From an optimization exercise on the open Yosys and OpenROAD flow, aimed at small area and a short achievable clock period; shortcuts taken in it are not production practice. At most, simulation tests tie the RTL to the original design; equivalence was not proved.

// lab4_2
module lab4_2( 
              input wire      mode,
              input wire[2:0] opCode,
              input wire[3:0] value,
              input clk,
              input reset,
              output reg[9:0] result,
              output reg cacheFull,
              output reg invalidOp,
              output reg overflow);
Size in the first run: ~1100 cells after synthesis, about 290 flip-flops, roughly 23 I/O pins, ~15000 um2 of cells after synthesis.
make LEC_CHECK=0 CAP_MARGIN=20 CORE_MARGIN=2 CORE_UTILIZATION=50 CTS_BUF_LIST=sky130_fd_sc_hd__clkbuf_16 CTS_CLUSTER_DIAMETER=100 CTS_CLUSTER_SIZE=22 SETUP_SLACK_MARGIN=4.5 SLEW_MARGIN=20 SYNTH_HIERARCHICAL=1 SYNTH_MINIMUM_KEEP_SIZE=0 finish   # period 8.0 ns
run.sh (not shown) runs the stock make flow with config.mk's settings and CLKGATE_MAP_FILE= SYNTH_SCRIPT=/design/flow/synth_recipe.tcl, a recipe that flattens the netlist after the stock synthesis.
The starting point passed the timing, design-rule and antenna checks.
Then changed:
- SETUP_SLACK_MARGIN: 4.5 -> 4.65
=> Routed wire length stays flat; worst setup slack improved by 0.045 ns; synthesized area stays the same.
No run of this note included a check of the RTL's function; only the layout flow was run.

Another version of the RTL of lab4_2 (not shown whole).
Size in the first run: ~280 flip-flops, ~23 I/O pins, about 15000 um^2 of cells after synthesis.
export LEC_CHECK = 0
export CAP_MARGIN = 20
export CORE_MARGIN = 2
export CORE_UTILIZATION = 70
export CTS_BUF_LIST = sky130_fd_sc_hd__clkbuf_16
export CTS_CLUSTER_DIAMETER = 100
export CTS_CLUSTER_SIZE = 22
export SETUP_SLACK_MARGIN = 4.5
export SLEW_MARGIN = 20
export SYNTH_HIERARCHICAL = 1
export SYNTH_MINIMUM_KEEP_SIZE = 0
create_clock -name core_clock -period 8.0 [get_ports {clk}]
Change:
--- a/flow/config.mk
+++ b/flow/config.mk
@@ -10 +10 @@
-export CORE_UTILIZATION = 70
+export CORE_UTILIZATION = 50
@@ -14 +14 @@
-export SETUP_SLACK_MARGIN = 4.5
+export SETUP_SLACK_MARGIN = 4.4
Outcome: Final cell count goes up by 8.7%. Worst setup slack gains 0.044 ns. Register-to-register slack gets better by 0.04 ns. Hold slack gains 0.034 ns. Synthesized cell count is unchanged. Non-clock buffer count rises by 8. Routed wire length goes up by 5.3%. Clock skew rises by 0.0067 ns. Fmax climbs by 1.2%.
Change:
--- a/flow/config.mk
+++ b/flow/config.mk
@@ -10 +10 @@
-export CORE_UTILIZATION = 50
+export CORE_UTILIZATION = 60
@@ -14 +14 @@
-export SETUP_SLACK_MARGIN = 4.4
+export SETUP_SLACK_MARGIN = 4.5
Outcome: Cell area came out lower by 0.54%; core utilization came out higher by 11 points; flip-flop and latch count does not change; die area came out lower by 16%.
Change:
--- a/flow/config.mk
+++ b/flow/config.mk
@@ -10 +10 @@
-export CORE_UTILIZATION = 60
+export CORE_UTILIZATION = 50
Effect:
- first-iteration DRC count decreases by about 33%
- global-route usage shrinks by 4.6 points
- setup slack improved by 0.0038 ns
Change:
--- a/flow/config.mk
+++ b/flow/config.mk
@@ -10 +10 @@
-export CORE_UTILIZATION = 50
+export CORE_UTILIZATION = 40
@@ -14 +14 @@
-export SETUP_SLACK_MARGIN = 4.5
+export SETUP_SLACK_MARGIN = 4.4
Final area increases by about 1.2%; worst setup slack got worse by 0.051 ns; critical path depth fell by 1; sequential share of layout area is lower by 0.57 points; wire length fell by 0.54%.

Setup of run 1:
lab4_2, a different RTL version from the one above (not shown whole).
For scale: ~270 flip-flops, roughly 23 I/O pins, about 15000 µm² of cells after synthesis.
## lab4_2
module lab4_2( 
              input wire      mode,
              input wire[2:0] opCode,
              input wire[3:0] value,
              input clk,
              input reset,
              output reg[9:0] result,
              output reg cacheFull,
              output reg invalidOp,
              output reg overflow);
	reg [9:0] p1;
	reg [5:0] i;
	reg [5:0] size;
	reg [3:0] offset;
	reg [2:0] ops  [0:31];
	reg [3:0] vals [0:31];
	reg [2:0] op;
	reg [3:0] v;
	wire in_ok   = ~(opCode[1] & opCode[0]);
	wire load_ok = ~mode & in_ok & ~size[5];
	always @(posedge clk) begin
		if (load_ok) begin
			ops[size[4:0]]  <= opCode;
			vals[size[4:0]] <= value;
		end
	end
	wire is_add2 = ~op[2] & op[0];
	wire is_fma  = ~op[2] & op[1];
	wire is_setr = op[2] & op[1];
	wire [11:0] sadd = {2'b00, result} + (is_add2 ? {2'b00, p1} : 12'd0) + {8'd0, v};
	wire [10:0] a11 = {1'b0, result};
	wire [11:0] b12 = {2'b00, p1};
	reg  [10:0] rows [0:5];
	reg  [10:0] negs;
	integer k;
	reg one, two, neg, bm;
	reg [10:0] mg;
	always @(*) begin
		negs = 11'd0;
		for (k = 0; k < 6; k = k + 1) begin
			bm = (k == 0) ? 1'b0 : b12[2*k-1];
			one = b12[2*k] ^ bm;
			two = (b12[2*k+1] & ~b12[2*k] & ~bm) | (~b12[2*k+1] & b12[2*k] & bm);
			neg = b12[2*k+1];
			mg = one ? a11 : two ? {a11[9:0], 1'b0} : 11'd0;
			rows[k] = (mg ^ {11{neg}}) << (2*k);
			negs[2*k] = neg;
		end
	end
	wire [10:0] tf = rows[0] + rows[1] + rows[2] + rows[3] + rows[4] + rows[5] + negs + {7'd0, v};
	reg big;
	integer m;
	always @(*) begin
		big = 1'b0;
		for (m = 1; m < 10; m = m + 1)
			big = big | ((|(result >> m)) & (|(p1 >> (10 - m))));
	end
	reg [3:0] popc;
	integer q;
	always @(*) begin
		popc = 4'd0;
		for (q = 0; q < 10; q = q + 1) popc = popc + result[q];
	end
	wire [9:0] brev = {result[0], result[1], result[2], result[3], result[4],
	                   result[5], result[6], result[7], result[8], result[9]};
	wire [9:0] res_new = op[2] ? (op[0] ? brev : {6'd0, popc}) :
  ...
Settings: LEC_CHECK=0, CAP_MARGIN=20, CORE_MARGIN=2, CORE_UTILIZATION=40, CTS_BUF_LIST=sky130_fd_sc_hd__clkbuf_4 sky130_fd_sc_hd__clkbuf_8, SETUP_SLACK_MARGIN=3.5, SLEW_MARGIN=20; clock period 8.0 ns.
No stage failed in run 1, and the final checks on the layout all came back clean.
Here is what was changed in the inputs of run 2 compared with run 1.
Settings: an added CTS_CLUSTER_SIZE of 16; an added CTS_CLUSTER_DIAMETER of 100; a change of CTS_BUF_LIST from sky130_fd_sc_hd__clkbuf_4 sky130_fd_sc_hd__clkbuf_8 to sky130_fd_sc_hd__clkbuf_8.
Run 1 reached the final stage; the timing, design-rule and antenna checks on its layout passed. Having completed the whole flow, run 2 delivered a layout that passed the timing, design-rule and antenna checks. | worst setup margin | run 2 vs run 1 | 0.027 ns lower |. First-pass GRT wire length in run 2 vs run 1: down about 1.7%. Looking only at routed metal-1 wirelength, and setting everything else aside, the higher value of run 2 and run 1 goes to run 1. In the tables for run 2 and run 1, final wirelength reads higher with run 1.
Relative to run 2, the following input files were edited for run 3:
Settings: SETUP_SLACK_MARGIN: 3.5 -> 2.5; CTS_CLUSTER_SIZE: 16 -> unset; CTS_BUF_LIST: sky130_fd_sc_hd__clkbuf_8 -> unset; CTS_CLUSTER_DIAMETER: 100 -> unset.
Findings:
- Run 3 closes out successfully: all stages finished, all timing, DRC and antenna checks passed.
- Final layout net count of run 2 is on par with run 3.
- In terms of global-route usage, run 3 and run 2 differ only marginally.
- Relative to run 2, the final area measured on run 3 has increased by a few percent.
- The lower sequential share of layout area came out of run 3.
- Looking at via count of the first global-routing pass, run 3 sits 40 higher than run 2 does.
- Share of the cycle needed by the critical path after routing came out higher on run 3 than on run 2.
- Run 2 -> run 3: post-synthesis share of cell area spent on xor and xnor gates delta 0, exact match
- Of run 3 and run 2, the lower met3 global-route usage belongs to run 2.
- Of the two values seen for capture point of the worst path, overflow was produced by run 2 and op[0] by run 3.
- Non-clock buffer count in run 3 vs run 2: down 10
diff inputs: run 3 => run 4
Settings: SETUP_SLACK_MARGIN: 2.5 -> 3.5.
### Flow results
[compare] base=run 3 new=run 4: multi-input combinational area share went down, area added between synthesis and finish went up, logic depth of the worst setup path including buffers up 1, total routed wire length on the met1 layer now larger.

Another version of the RTL of lab4_2 (not shown whole).
For scale: about 1,200 cells after synthesis, about 23 I/O pins.
export LEC_CHECK = 0
export CAP_MARGIN = 20
export CORE_MARGIN = 2
export CORE_UTILIZATION = 40
export CTS_BUF_LIST = sky130_fd_sc_hd__clkbuf_16
export CTS_CLUSTER_DIAMETER = 100
export CTS_CLUSTER_SIZE = 22
export SETUP_SLACK_MARGIN = 4.2
export SLEW_MARGIN = 20
create_clock -name core_clock -period 8.0 [get_ports {clk}]
The first run finished with timing, DRC and antenna clean.
Next try:
--- a/flow/config.mk
+++ b/flow/config.mk
@@ -13,3 +13,3 @@
 export CTS_CLUSTER_SIZE = 22
-export SETUP_SLACK_MARGIN = 4.2
+export SETUP_SLACK_MARGIN = 3.5
 export SLEW_MARGIN = 20
Outcome: Sequential share of layout area rose by 1.5 points. Final area fell by a few percent. Synthesized cell count does not change. Critical path depth fell by 5. Wire length fell slightly. Clock-buffer cell count does not change. Hold slack gets worse by 0.0099 ns. Core utilization fell by 1.4 points. Flip-flop and latch count stays the same. Die area does not change.
Function was not checked in any run of this note: the RTL went through the layout flow alone.

RTL: one of the versions met above, not the one the previous note started from.
Size in the first run: roughly 280 flip-flops, about 23 I/O pins, roughly 15,000 um2 of cells after synthesis.
Settings: LEC_CHECK=0, CAP_MARGIN=20, CORE_MARGIN=2, CORE_UTILIZATION=50, CTS_BUF_LIST=sky130_fd_sc_hd__clkbuf_16, CTS_CLUSTER_DIAMETER=120, CTS_CLUSTER_SIZE=28, SETUP_SLACK_MARGIN=4.5, SLEW_MARGIN=20, SYNTH_HIERARCHICAL=1, SYNTH_MINIMUM_KEEP_SIZE=0; clock period 8.0 ns.
The starting point ran to the end with no violations.
Rerun with:
CORE_UTILIZATION = 40   (was 50)
CTS_CLUSTER_DIAMETER = 100   (was 120)
CTS_CLUSTER_SIZE = 22   (was 28)
SETUP_SLACK_MARGIN = 4.4   (was 4.5)
TNS_END_PERCENT = 10   (was unset)
=>
- global-route usage came out lower by 6.2 points
- synthesized cell count stays the same
- final area came out higher slightly
- flip-flop and latch count does not change
- worst hold slack gets worse by 37 ps
- setup slack gets worse by 46 ps
- routed wire length came out lower by a few percent
Rerun with:
CORE_UTILIZATION = 60   (was 40)
TNS_END_PERCENT = unset   (was 10)
Effect: The changed run completed with no timing, DRC or antenna violations; sequential cell count is unchanged.

Starting RTL as in the previous note.
Settings: LEC_CHECK=0, CAP_MARGIN=20, CORE_MARGIN=2, CORE_UTILIZATION=40, CTS_BUF_LIST=sky130_fd_sc_hd__clkbuf_16, CTS_CLUSTER_DIAMETER=100, CTS_CLUSTER_SIZE=22, SETUP_SLACK_MARGIN=4.5, SLEW_MARGIN=20, SYNTH_HIERARCHICAL=1, SYNTH_MINIMUM_KEEP_SIZE=0; clock period 8.0 ns.
Then changed:
Settings changed: SETUP_SLACK_MARGIN 4.5 to 4.2.
Wire length falls by about 6%.
Cell count falls by about 0.6%.
Via count came out lower by 3.1%.
Then changed:
Settings changed: CORE_UTILIZATION 40 to 50, SETUP_SLACK_MARGIN 4.2 to 4.6.
Effect: Non-clock buffer count is higher by 15; setup slack improves by 0.083 ns; cell count goes down by 6.2%; hold slack gains 0.018 ns; sequential cell count is unchanged; synthesized area is unchanged.

## main
lab4_2, a different RTL version from the one above (not shown whole).
For scale: roughly 270 flip-flops, about 23 I/O pins.
clock: 8.0 ns
lec_check: 0
cap_margin: 20
core_margin: 2
core_utilization: 40
cts_buf_list: sky130_fd_sc_hd__clkbuf_16
cts_cluster_diameter: 100
cts_cluster_size: 22
setup_slack_margin: 3.5
slew_margin: 20
### main -> the feature branch
Settings: an added SYNTH_HIERARCHICAL of 1; an added SYNTH_MINIMUM_KEEP_SIZE of 0.
Findings:
The feature branch: all stages complete, timing, DRC and antenna checks passed
The feature branch vs. main: arrival time reported for the critical path endpoint saw an increase, synthesized cell count saw a decrease, number of logic inverters in the finished layout saw a decrease.
Per the comparison of the feature branch with main, synthesized area per cell rose by about 9%, arithmetic-cell share of the synthesized area counting full adders, half adders and majority gates rose by 0.39 points, global-route usage fell by 2.0 points.
No functional check of the RTL was part of any run of this note.

lab4_2, a different RTL version from the one above (not shown whole).
For scale: ~1100 cells after synthesis, roughly 270 flip-flops, ~0.015 mm² of cells after synthesis.
export LEC_CHECK = 0
export CAP_MARGIN = 20
export CORE_MARGIN = 2
export CORE_UTILIZATION = 40
export CTS_BUF_LIST = sky130_fd_sc_hd__clkbuf_16
export CTS_CLUSTER_DIAMETER = 100
export CTS_CLUSTER_SIZE = 22
export SETUP_SLACK_MARGIN = 4.5
export SLEW_MARGIN = 20
export SYNTH_HIERARCHICAL = 1
export SYNTH_MINIMUM_KEEP_SIZE = 0
create_clock -name core_clock -period 8.0 [get_ports {clk}]
The starting point completed without violations.
Next try:
SETUP_SLACK_MARGIN = 4.0   (was 4.5)
=>
- The new run finished with timing, DRC and antenna clean
- core utilization drops by 0.18 points
- final cell count hardly moves
- area after synthesis does not change
- clock-buffer cell count is unchanged
No run of this note included a check of the RTL's function; only the layout flow was run.

Another version of the RTL of lab4_2 (not shown whole).
Size: ~1,100 cells after synthesis, ~23 I/O pins, ~16,000 um^2 of cells after synthesis.
export LEC_CHECK = 0
export CAP_MARGIN = 20
export CORE_MARGIN = 2
export CORE_UTILIZATION = 55
export CTS_BUF_LIST = sky130_fd_sc_hd__clkbuf_16
export CTS_CLUSTER_DIAMETER = 100
export CTS_CLUSTER_SIZE = 22
export SETUP_SLACK_MARGIN = 4.3
export SLEW_MARGIN = 20
export SYNTH_HIERARCHICAL = 1
export SYNTH_MINIMUM_KEEP_SIZE = 0
create_clock -name core_clock -period 8.0 [get_ports {clk}]
The baseline completed with no timing, DRC or antenna violations.
Then changed:
CORE_UTILIZATION = 40   (was 55)
=> Via count hardly moves; wire length is about the same; sequential share of layout area decreases by 0.54 points; worst setup slack gets better by 0.073 ns; final area increases slightly; cell count increases by a little under a tenth; critical path depth does not change.
Function was not checked in any run of this note: the RTL went through the layout flow alone.

Setup of JK:
The RTL this note starts from:
==> flow/design.v <==
`timescale 1ns / 1ps
module lab4_2( 
              input wire      mode,
              input wire[2:0] opCode,
              input wire[3:0] value,
              input clk,
              input reset,
              output reg[9:0] result,
              output reg cacheFull,
              output reg invalidOp,
              output reg overflow);
	reg [9:0] p1;
	reg [5:0] i;
	reg [5:0] size;
	reg [3:0] offset;
	reg [2:0] ops  [0:31];
	reg [3:0] vals [0:31];
	wire load_ok = ~mode & ~(opCode[1] & opCode[0]) & ~size[5];
	always @(posedge clk) begin
		if (load_ok) begin
			ops[size[4:0]]  <= opCode;
			vals[size[4:0]] <= value;
		end
	end
	wire       valid = size[5] | (i[4:0] < size[4:0]);
	wire [2:0] op = valid ? ops[i[4:0]]  : 3'b000;
	wire [3:0] v  = valid ? vals[i[4:0]] : 4'b0000;
	wire is_add2 = (op == 3'b001);
	wire is_fma  = (op == 3'b010);
	wire is_setr = (op == 3'b110);
	wire [19:0] prod = result * p1;
	wire [11:0] addend = is_fma ? prod[11:0] : ({2'b00, result} + (is_add2 ? {2'b00, p1} : 12'd0));
	wire [12:0] sum = {1'b0, addend} + {9'd0, v};
	wire        ovf = sum[12] | sum[11] | sum[10] | (is_fma & (|prod[19:12]));
	reg [3:0] popc;
	integer k;
	always @(*) begin
		popc = 4'd0;
		for (k = 0; k < 10; k = k + 1) popc = popc + result[k];
	end
	wire [9:0] brev = {result[0], result[1], result[2], result[3], result[4],
	                   result[5], result[6], result[7], result[8], result[9]};
	wire [9:0] res_new = op[2] ? (op[0] ? brev : {6'd0, popc}) : sum[9:0];
	wire       ovf_new = op[2] ? 1'b0 : ovf;
	wire [3:0] off_new = is_setr ? v : offset;
	wire [5:0] i_inc = i + 6'd1;
	wire [5:0] i_new = (i_inc == size) ? {2'b00, off_new} : i_inc;
	always @(posedge clk or posedge reset) begin
		if (reset) begin
			result <= 10'd0; p1 <= 10'd0; i <= 6'd0; size <= 6'd0; offset <= 4'd0;
			cacheFull <= 1'b0; invalidOp <= 1'b0; overflow <= 1'b0;
		end else if (~mode) begin
			overflow <= 1'b0;
			invalidOp <= opCode[1] & opCode[0];
			if (~(opCode[1] & opCode[0])) begin
				if (size[5]) cacheFull <= 1'b1;
				else size <= size + 6'd1;
			end
		end else begin
			invalidOp <= 1'b0;
			offset <= off_new;
			i <= i_new;
			if (!is_setr) begin
				result <= res_new;
				overflow <= ovf_new;
				p1 <= result;
			end
		end
	end
endmodule
export LEC_CHECK = 0
export ABC_CLOCK_PERIOD_IN_PS = 3500
export CAP_MARGIN = 20
export CORE_MARGIN = 2
export CORE_UTILIZATION = 40
export SETUP_SLACK_MARGIN = 4.5
export SLEW_MARGIN = 20
create_clock -name core_clock -period 8.0 [get_ports {clk}]
The flow did not stop early for JK: all stages ran, and the layout cleared the timing, design-rule and antenna checks.
Setup changes, JK to MS
Settings: ABC_CLOCK_PERIOD_IN_PS no longer set, was 3500; SETUP_SLACK_MARGIN no longer set, was 4.5.
--- outcome ---
- Sort JK and MS by global-route usage, descending, and JK comes first.
- MS vs. JK: setup slack of the critical path after layout lower; wire length -about 3%.
- In the flow results for JK and MS, the relative area of clock buffers and inverters in the final design is larger on MS.
- MS has routability-driven placement congestion ratio above what JK had.
- In the reports for JK and MS, the smaller fraction of layout instances using a drive strength above 1 belongs to MS.
- Diff JK -> MS | post-place instance area | down slightly
- Looking at sum of met3 wire segment lengths after detailed routing, MS sits above JK.
- Re count of buffers not belonging to the clock network in the layout: JK was higher than MS.
Function was not checked in any run of this note: the RTL went through the layout flow alone.

-- re-timing with driven ports --
Ports are ideal in the flow. The routed layouts listed here were re-timed in OpenROAD. Step 1, drivers: a clkbuf_16 drives clk and a buf_2 each remaining input, both assumed. Step 2, shift: input delay + t, output delay - t, t = (earliest + latest rising clock arrival at the registers) / 2. This alone moves slack from input paths to output paths. a / b / c = no drivers / after step 1 / after step 2; a / b = the first two.
| run | t (ns) | setup WS [ns] | worst setup path after step 2 | worst data-port slew with drivers (ns) |
|---|---|---|---|---|
| the first run of note 1 | 0.547 | 4.327 / 4.327 / 4.076 | input to register | 0.03 |
| the second run of note 1 | 0.550 | 4.372 / 4.372 / 4.265 | input to register | 0.03 |
| the first run of note 2 | 0.531 | 4.389 / 4.389 / 4.067 | input to register | 0.03 |
| the second run of note 2 | 0.540 | 4.433 / 4.433 / 3.929 | input to register | 0.03 |
| the third run of note 2 | 0.550 | 4.417 / 4.417 / 3.966 | input to register | 0.03 |
| the fourth run of note 2 | 0.544 | 4.421 / 4.421 / 3.954 | input to register | 0.03 |
| the fifth run of note 2 | 0.550 | 4.369 / 4.369 / 4.024 | input to register | 0.03 |
| run 1 | 0.621 | 3.752 / 3.752 / 3.236 | input to register | 0.05 |
| run 2 | 0.592 | 3.725 / 3.725 / 3.231 | input to register | 0.05 |
| run 3 | 0.621 | 2.873 / 2.873 / 2.873 | register to register | 0.04 |
| run 4 | 0.621 | 3.766 / 3.766 / 3.223 | input to register | 0.05 |
| the first run of note 4 | 0.557 | 3.831 / 3.831 / 3.653 | input to register | 0.03 |
| the second run of note 4 | 0.555 | 3.671 / 3.671 / 3.182 | input to register | 0.03 |
| the first run of note 5 | 0.534 | 4.424 / 4.424 / 3.971 | input to register | 0.03 |
| the second run of note 5 | 0.550 | 4.378 / 4.378 / 3.906 | input to register | 0.03 |
| the third run of note 5 | 0.555 | 4.424 / 4.424 / 3.911 | input to register | 0.03 |
| the first run of note 6 | 0.561 | 4.389 / 4.389 / 4.129 | input to register | 0.03 |
| the second run of note 6 | 0.536 | 4.326 / 4.326 / 3.911 | input to register | 0.04 |
| the third run of note 6 | 0.542 | 4.409 / 4.409 / 4.030 | input to register | 0.03 |
| main | 0.580 | 3.608 / 3.608 / 3.312 | input to register | 0.03 |
| the feature branch | 0.542 | 3.230 / 3.230 / 3.230 | register to register | 0.03 |
| the first run of note 8 | 0.542 | 4.034 / 4.034 / 4.034 | register to register | 0.03 |
| the second run of note 8 | 0.540 | 3.852 / 3.852 / 3.852 | register to register | 0.04 |
| the first run of note 9 | 0.576 | 4.198 / 4.198 / 3.727 | input to register | 0.03 |
| the second run of note 9 | 0.567 | 4.271 / 4.271 / 4.031 | input to register | 0.04 |
| JK | 0.575 | 2.604 / 2.604 / 2.604 | register to register | 0.03 |
| MS | 0.589 | 1.091 / 1.091 / 1.091 | register to register | 0.03 |
After both steps setup and hold are still met in every run listed. The setup slack of run 4, which loses most, moves by 0.000 ns with the drivers and by -0.543 ns with both steps.
